This design comes from an exercise in tuning for a short achievable clock period and few clock cycles on the open sky130 flow, not from production work.
RTL that was checked went through simulation tests only; none was proved equivalent to the original.
Power and IR drop assume default switching activity.

==> run G: inputs <==
// CPU
module CPU (
    input  wire        clk,
    input  wire        rst,
    output wire [31:0] imem_addr,
    input  wire [31:0] imem_rdata,
    output wire [31:0] dmem_addr,
    output wire        dmem_we,
    output wire [ 3:0] dmem_wmask,
    output wire [31:0] dmem_wdata,
    input  wire [31:0] dmem_rdata,
    output wire        diffen,
    output wire [31:0] diffPC,
    output wire [31:0] diffInstr,
    output wire [31:0] nextPC
);
Settings: LEC_CHECK=0, CAP_MARGIN=20, CORE_MARGIN=2, CORE_UTILIZATION=40, PLACE_DENSITY=0.6, SETUP_SLACK_MARGIN=5, SLEW_MARGIN=20; clock period 11.0 ns.
run.sh (not shown) runs the stock make flow with config.mk's settings and CLKGATE_MAP_FILE= SYNTH_SCRIPT=/design/flow/synth_recipe.tcl, a recipe that flattens the netlist after the stock synthesis.
==> inputs of run A, as changes to run G <==
--- a/flow/design.v
+++ b/flow/design.v
@@ -15,16 +15,20 @@
 );
 localparam [31:0] RESET_PC = 32'h80000000;
 reg  [31:0] pc_f;
 reg         valid_d;
 reg  [31:0] pc_d, ins_d;
 reg         pred_d;
+reg  [31:0] tgtf_d;             
+reg  [31:0] auipc_d;            
+reg  [31:0] pc4_d;
+reg  [31:0] oh1_d, oh2_d;       
+reg         byp1_d, byp2_d;     
 reg         valid_x;
 reg  [31:0] pc_x, ins_x;
 reg  [31:0] a_x, b_x;           
-reg         fa_x, fb_x;         
 reg  [9:0]  aluop_x;            
 reg         sel_alu_x, sel_ld_x, sel_dv_x;
 reg  [31:0] dval_x;             
 reg         br_x, jmp_x, predx_x, p8_x;
 reg  [2:0]  f3_x;
 reg  [31:0] tgt_x, pc4_x, alt_x;
@@ -34,25 +38,33 @@
 reg  [3:0]  wmask_x;
 reg  [31:0] addr_x;
 reg         csrw_x, csrs_x, ecall_x, ebreak_x;
 reg  [3:0]  csrsel_x;           
 reg         valid_w;
 reg  [31:0] pc_w, ins_w, npc_w, res_w;
+reg         we_w;
+reg  [4:0]  rd_w;
 reg         halted;
 reg  [31:0] rf [1:31];
 reg  [31:0] mstatus, mtvec, mepc, mcause;
 wire [31:0] ins_f = imem_rdata;
 wire        f_jal = ins_f[6:0] == 7'b1101111;
 wire        f_bb  = (ins_f[6:0] == 7'b1100011) & ins_f[31];
 wire        pred_f = f_jal | f_bb;
 wire [31:0] immJ_f = {{12{ins_f[31]}}, ins_f[19:12], ins_f[20], ins_f[30:21], 1'b0};
 wire [31:0] immB_f = {{20{ins_f[31]}}, ins_f[7], ins_f[30:25], ins_f[11:8], 1'b0};
 wire [31:0] tgtJ_f = pc_f + immJ_f;
 wire [31:0] tgtB_f = pc_f + immB_f;
 wire [31:0] tgt_f  = ins_f[3] ? tgtJ_f : tgtB_f;
+wire [31:0] tgtU_f = pc_f + {ins_f[31:12], 12'b0};
+wire [31:0] pc4_f  = pc_f + 32'd4;
 assign imem_addr = pc_f;
+wire [4:0]  rs1_f = ins_f[19:15];
+wire [4:0]  rs2_f = ins_f[24:20];
+wire [31:0] oh1_f = (32'd1 << rs1_f) & ~32'd1;
+wire [31:0] oh2_f = (32'd1 << rs2_f) & ~32'd1;
 wire [6:0] op  = ins_d[6:0];
 wire [2:0] f3  = ins_d[14:12];
 wire [4:0] rs1 = ins_d[19:15];
 wire [4:0] rs2 = ins_d[24:20];
 wire [4:0] rd  = ins_d[11:7];
 wire d_lui   = op == 7'b0110111;
@@ -73,34 +85,40 @@
 wire d_ebrk  = ins_d == 32'h00100073;
 wire [31:0] immI = {{20{ins_d[31]}}, ins_d[31:20]};
 wire [31:0] immS = {{20{ins_d[31]}}, ins_d[31:25], ins_d[11:7]};
 wire [31:0] immB = {{20{ins_d[31]}}, ins_d[7], ins_d[30:25], ins_d[11:8], 1'b0};
 wire [31:0] immU = {ins_d[31:12], 12'b0};
 wire [31:0] immJ = {{12{ins_d[31]}}, ins_d[19:12], ins_d[20], ins_d[30:21], 1'b0};
-wire [31:0] rv1 = (rs1 == 5'd0) ? 32'd0 : rf[rs1];
-wire [31:0] rv2 = (rs2 == 5'd0) ? 32'd0 : rf[rs2];
+reg  [31:0] rfr1, rfr2;
+integer k;
+always @(*) begin
+    rfr1 = 32'd0;
+    rfr2 = 32'd0;
+    for (k = 1; k < 32; k = k + 1) begin
+        rfr1 = rfr1 | ({32{oh1_d[k]}} & rf[k]);
+        rfr2 = rfr2 | ({32{oh2_d[k]}} & rf[k]);
+    end
+end
+wire [31:0] rv1 = byp1_d ? res_w : rfr1;
+wire [31:0] rv2 = byp2_d ? res_w : rfr2;
 wire [31:0] agu   = rv1 + (d_st ? immS : immI);
-wire [31:0] pcimm = pc_d + (d_jal ? immJ : d_br ? immB : immU);
-wire [31:0] pc4_d = pc_d + 32'd4;
 wire [11:0] csra = ins_d[31:20];
 wire [31:0] csr_old = (csra == 12'h341 | d_mret) ? mepc :
                       (csra == 12'h342)          ? mcause :
                       (csra == 12'h300)          ? mstatus :
                       (csra == 12'h305 | d_ecall) ? mtvec : 32'd0;
 wire d_we = (d_lui | d_auipc | d_jal | d_jalr | d_ld | d_opi | d_op | d_csr) & (rd != 5'd0);
-wire d_agi = (d_ld | d_st | d_jalr) & valid_x & we_x & (rd_x == rs1);
+wire d_agi = (d_ld | d_st | d_jalr) & we_x & (rd_x == rs1);
 wire x_taken;
 wire x_mispred;
 wire x_p8kill;
 wire kill_fd = valid_x & (x_mispred | ebreak_x);    
 wire dkill   = kill_fd | x_p8kill;                   
-wire stall   = valid_d & d_agi & ~dkill;
-wire d_jump  = d_jalr | d_ecall | d_mret;           
-wire redir_d = valid_d & d_jump & ~stall & ~dkill;
-wire [31:0] tgt_d = d_jalr ? agu : (d_ecall | d_mret) ? csr_old : pcimm;
-wire        predx_d = pred_d | d_jump;
+wire stall   = valid_d & d_agi;
+wire [31:0] tgt_d = d_jalr ? agu : (d_ecall | d_mret) ? csr_old : tgtf_d;
+wire        predx_d = pred_d;
 wire [31:0] alt_d = predx_d ? pc4_d : tgt_d;
 wire        vx_next = valid_d & ~stall & ~dkill;
 wire rr  = d_op;
 wire ri  = d_opi;
 wire alu_add  = (ri & f3 == 3'b000) | (rr & f3 == 3'b000 & ~ins_d[30]);
 wire alu_sub  = rr & f3 == 3'b000 & ins_d[30];
@@ -109,17 +127,17 @@
 wire alu_sltu = (ri | rr) & f3 == 3'b011;
 wire alu_xor  = (ri | rr) & f3 == 3'b100;
 wire alu_srl  = (ri | rr) & f3 == 3'b101 & ~ins_d[30];
 wire alu_sra  = (ri | rr) & f3 == 3'b101 & ins_d[30];
 wire alu_or   = (ri | rr) & f3 == 3'b110;
 wire alu_and  = (ri | rr) & f3 == 3'b111;
-wire [31:0] dval_d = d_lui ? immU : d_auipc ? pcimm : d_csr ? csr_old : pc4_d;
-wire fa_d = valid_x & we_x & (rd_x == rs1);
-wire fb_d = valid_x & we_x & (rd_x == rs2) & ~d_opi;
-wire [31:0] A = fa_x ? res_w : a_x;
-wire [31:0] B = fb_x ? res_w : b_x;
+wire [31:0] dval_d = d_lui ? immU : d_auipc ? auipc_d : d_csr ? csr_old : pc4_d;
+wire fa_d = we_x & (rd_x == rs1);
+wire fb_d = we_x & (rd_x == rs2);
+wire [31:0] A = a_x;
+wire [31:0] B = b_x;
 wire [31:0] x_add = A + B;
 wire [31:0] x_sub = A - B;
 wire        x_eq  = A == B;
 wire        x_lt  = $signed(A) < $signed(B);
 wire        x_ltu = A < B;
 wire [31:0] x_sll = A << B[4:0];
@@ -173,26 +191,34 @@
 assign nextPC    = npc_w;
 always @(posedge clk) begin
     if (rst)
         pc_f <= RESET_PC;
     else if (kill_fd)
         pc_f <= alt_x;
-    else if (redir_d)
-        pc_f <= tgt_d;
     else if (!stall)
-        pc_f <= pred_f ? tgt_f : pc_f + 32'd4;
-end
-always @(posedge clk) begin
-    if (rst)
+        pc_f <= pred_f ? tgt_f : pc4_f;
+end
+always @(posedge clk) begin
+    if (rst | kill_fd)
         valid_d <= 1'b0;
     else if (!stall)
-        valid_d <= ~kill_fd & ~redir_d & ~halted;
+        valid_d <= ~halted;
     if (!stall) begin
         pc_d   <= pc_f;
         ins_d  <= ins_f;
         pred_d <= pred_f;
+        tgtf_d <= tgt_f;
+        auipc_d <= tgtU_f;
+        pc4_d  <= pc4_f;
+        oh1_d  <= oh1_f;
+        oh2_d  <= oh2_f;
+        byp1_d <= we_x & (rd_x == rs1_f);
+        byp2_d <= we_x & (rd_x == rs2_f);
+    end else begin
+        byp1_d <= we_x & (rd_x == rs1);
+        byp2_d <= we_x & (rd_x == rs2);
     end
 end
 always @(posedge clk) begin
     if (rst) begin
         valid_x <= 1'b0;
         we_x    <= 1'b0;
@@ -208,21 +234,19 @@
         we_x    <= vx_next & d_we;
         st_x    <= vx_next & d_st;
         csrw_x  <= vx_next & d_csr;
         ecall_x <= vx_next & d_ecall;
         ebreak_x <= vx_next & d_ebrk;
         br_x    <= vx_next & d_br;
-        jmp_x   <= vx_next & (d_jal | d_jump);
+        jmp_x   <= vx_next & (d_jal | d_jalr | d_ecall | d_mret);
         predx_x <= vx_next & predx_d;
     end
     pc_x    <= pc_d;
     ins_x   <= ins_d;
-    a_x     <= rv1;
-    b_x     <= d_opi ? immI : rv2;
-    fa_x    <= fa_d;
-    fb_x    <= fb_d;
+    a_x     <= fa_d ? res_x : rv1;
+    b_x     <= d_opi ? immI : fb_d ? res_x : rv2;
     aluop_x <= {alu_and, alu_or, alu_sra, alu_srl, alu_xor, alu_sltu, alu_slt, alu_sll, alu_sub, alu_add};
     sel_alu_x <= d_op | d_opi;
     sel_ld_x  <= d_ld;
     sel_dv_x  <= ~(d_op | d_opi | d_ld);
     dval_x  <= dval_d;
     p8_x    <= immB == 32'd8;
@@ -234,14 +258,14 @@
     wmask_x <= (f3[1:0] == 2'b00) ? 4'b0001 : (f3[1:0] == 2'b01) ? 4'b0011 : 4'b1111;
     addr_x  <= agu;
     csrs_x  <= d_csrrs;
     csrsel_x <= {csra == 12'h342, csra == 12'h341, csra == 12'h305, csra == 12'h300};
 end
 always @(posedge clk) begin
-    if (valid_x & we_x)
-        rf[rd_x] <= res_x;
+    if (we_w)
+        rf[rd_w] <= res_w;
 end
 always @(posedge clk) begin
     if (rst) begin
         mstatus <= 32'h1800;
         mtvec   <= 32'd0;
         mepc    <= 32'd0;
@@ -260,16 +284,20 @@
     if (rst)
         halted <= 1'b0;
     else if (ebreak_x)
         halted <= 1'b1;
 end
 always @(posedge clk) begin
-    if (rst)
+    if (rst) begin
         valid_w <= 1'b0;
-    else
+        we_w    <= 1'b0;
+    end else begin
         valid_w <= valid_x;
+        we_w    <= we_x;
+    end
+    rd_w  <= rd_x;
     pc_w  <= pc_x;
     ins_w <= ins_x;
     npc_w <= x_taken ? tgt_x : pc4_x;
     res_w <= res_x;
 end
 endmodule
==> flow/flow/run.sh (new file) <==
#!/bin/bash
set -euo pipefail
bash standard.sh finish SETUP_SLACK_MARGIN=6 > standard.log 2>&1
==> flow/standard.sh (new file) <==
#!/bin/bash
# synth_recipe.tcl (not shown) runs the flow's synth.tcl, then flattens the netlist and writes it again
# the make line also repeats each setting of config.mk as NAME=value (left out here)
make -C /OpenROAD-flow-scripts/flow DESIGN_CONFIG=/design/flow/config.mk WORK_HOME=/design/flow/orfs CLKGATE_MAP_FILE= SYNTH_SCRIPT=/design/flow/synth_recipe.tcl "${@:-finish}"
- SETUP_SLACK_MARGIN: 5 -> not set
removed: flow/run.sh
==> results.yml <==
status:
  status: "timing/DRC/antenna clean"
synthesis:
  syn_inst: 6405
  seq_area_frac_synth_pct: 53.5
global_routing:
  met1_usage_pct: 43.1
  grt_pass1_vias: 58395
final_layout:
  seq_share_pct: 46.4
  nClkBuffers: 233
  inverters_excl_clock: 182
  fin_util_pct: 46.5
sta:
  fmax_mhz: 167
  tightest_slew_ns: 1.38
route:
  wl_met2_um: 149000
  routed_wl_um: 339000
  met1Wirelength_um: 134000
floorplan:
  initial_core_util_pct: 40.3
setup_path:
  timing.reg2reg.setup_slack_ns: 5.01
  crit_path_start: "ins_d[4]"
power:
  comb_power_uw: 2360
  intPower_uw: 11000
The numbers above come from run G.

==> results.yml <==
global_routing:
  grt_pass1_vias: 65751
sta:
  tightest_slew_ns: 1.38
  fmax_mhz: 192
route:
  routed_wl_um: 403000
final_layout:
  fin_util_pct: 47.0
  inverters_excl_clock: 203
power:
  intPower_uw: 12000
  comb_power_uw: 2560
floorplan:
  initial_core_util_pct: 40.4
synthesis:
  seq_area_frac_synth_pct: 59.0
  syn_inst: 6948
status:
  status: "timing/DRC/antenna clean"
The numbers above come from run A.

Testbench counts of run G, summed over its fixed seeds: cycles 47,886.
No functional check of the RTL was part of run A.

## re-timing with driven ports
The results above use ideal ports. As a check the final layouts listed here were re-extracted and re-timed, cells and wires unchanged.
Step 1 assumes that a clkbuf_16 drives the clock port and a buf_2 every other input.
Step 2 moves the port delays by t, midway between the first and last clock arrival at a register: inputs arrive t later, outputs are due t later. That takes back most of the time a late clock gives input paths.
Three values: no drivers, after step 1, after step 2; two values: the first two.
run	t, ns	slack for setup (ns)	worst setup path after step 2	worst register clock-pin slew, ns	worst slew at a driven data input, ns
run G	0.904	5.013 / 5.013 / 4.421	input to register	0.08 / 0.08	0.07
run A	0.935	5.800 / 5.800 / 5.330	input to register	0.07 / 0.07	0.06
After both steps setup and hold are still met in every run listed. The setup slack of run G, which loses most, moves by 0.000 ns with the drivers and by -0.592 ns with both steps.
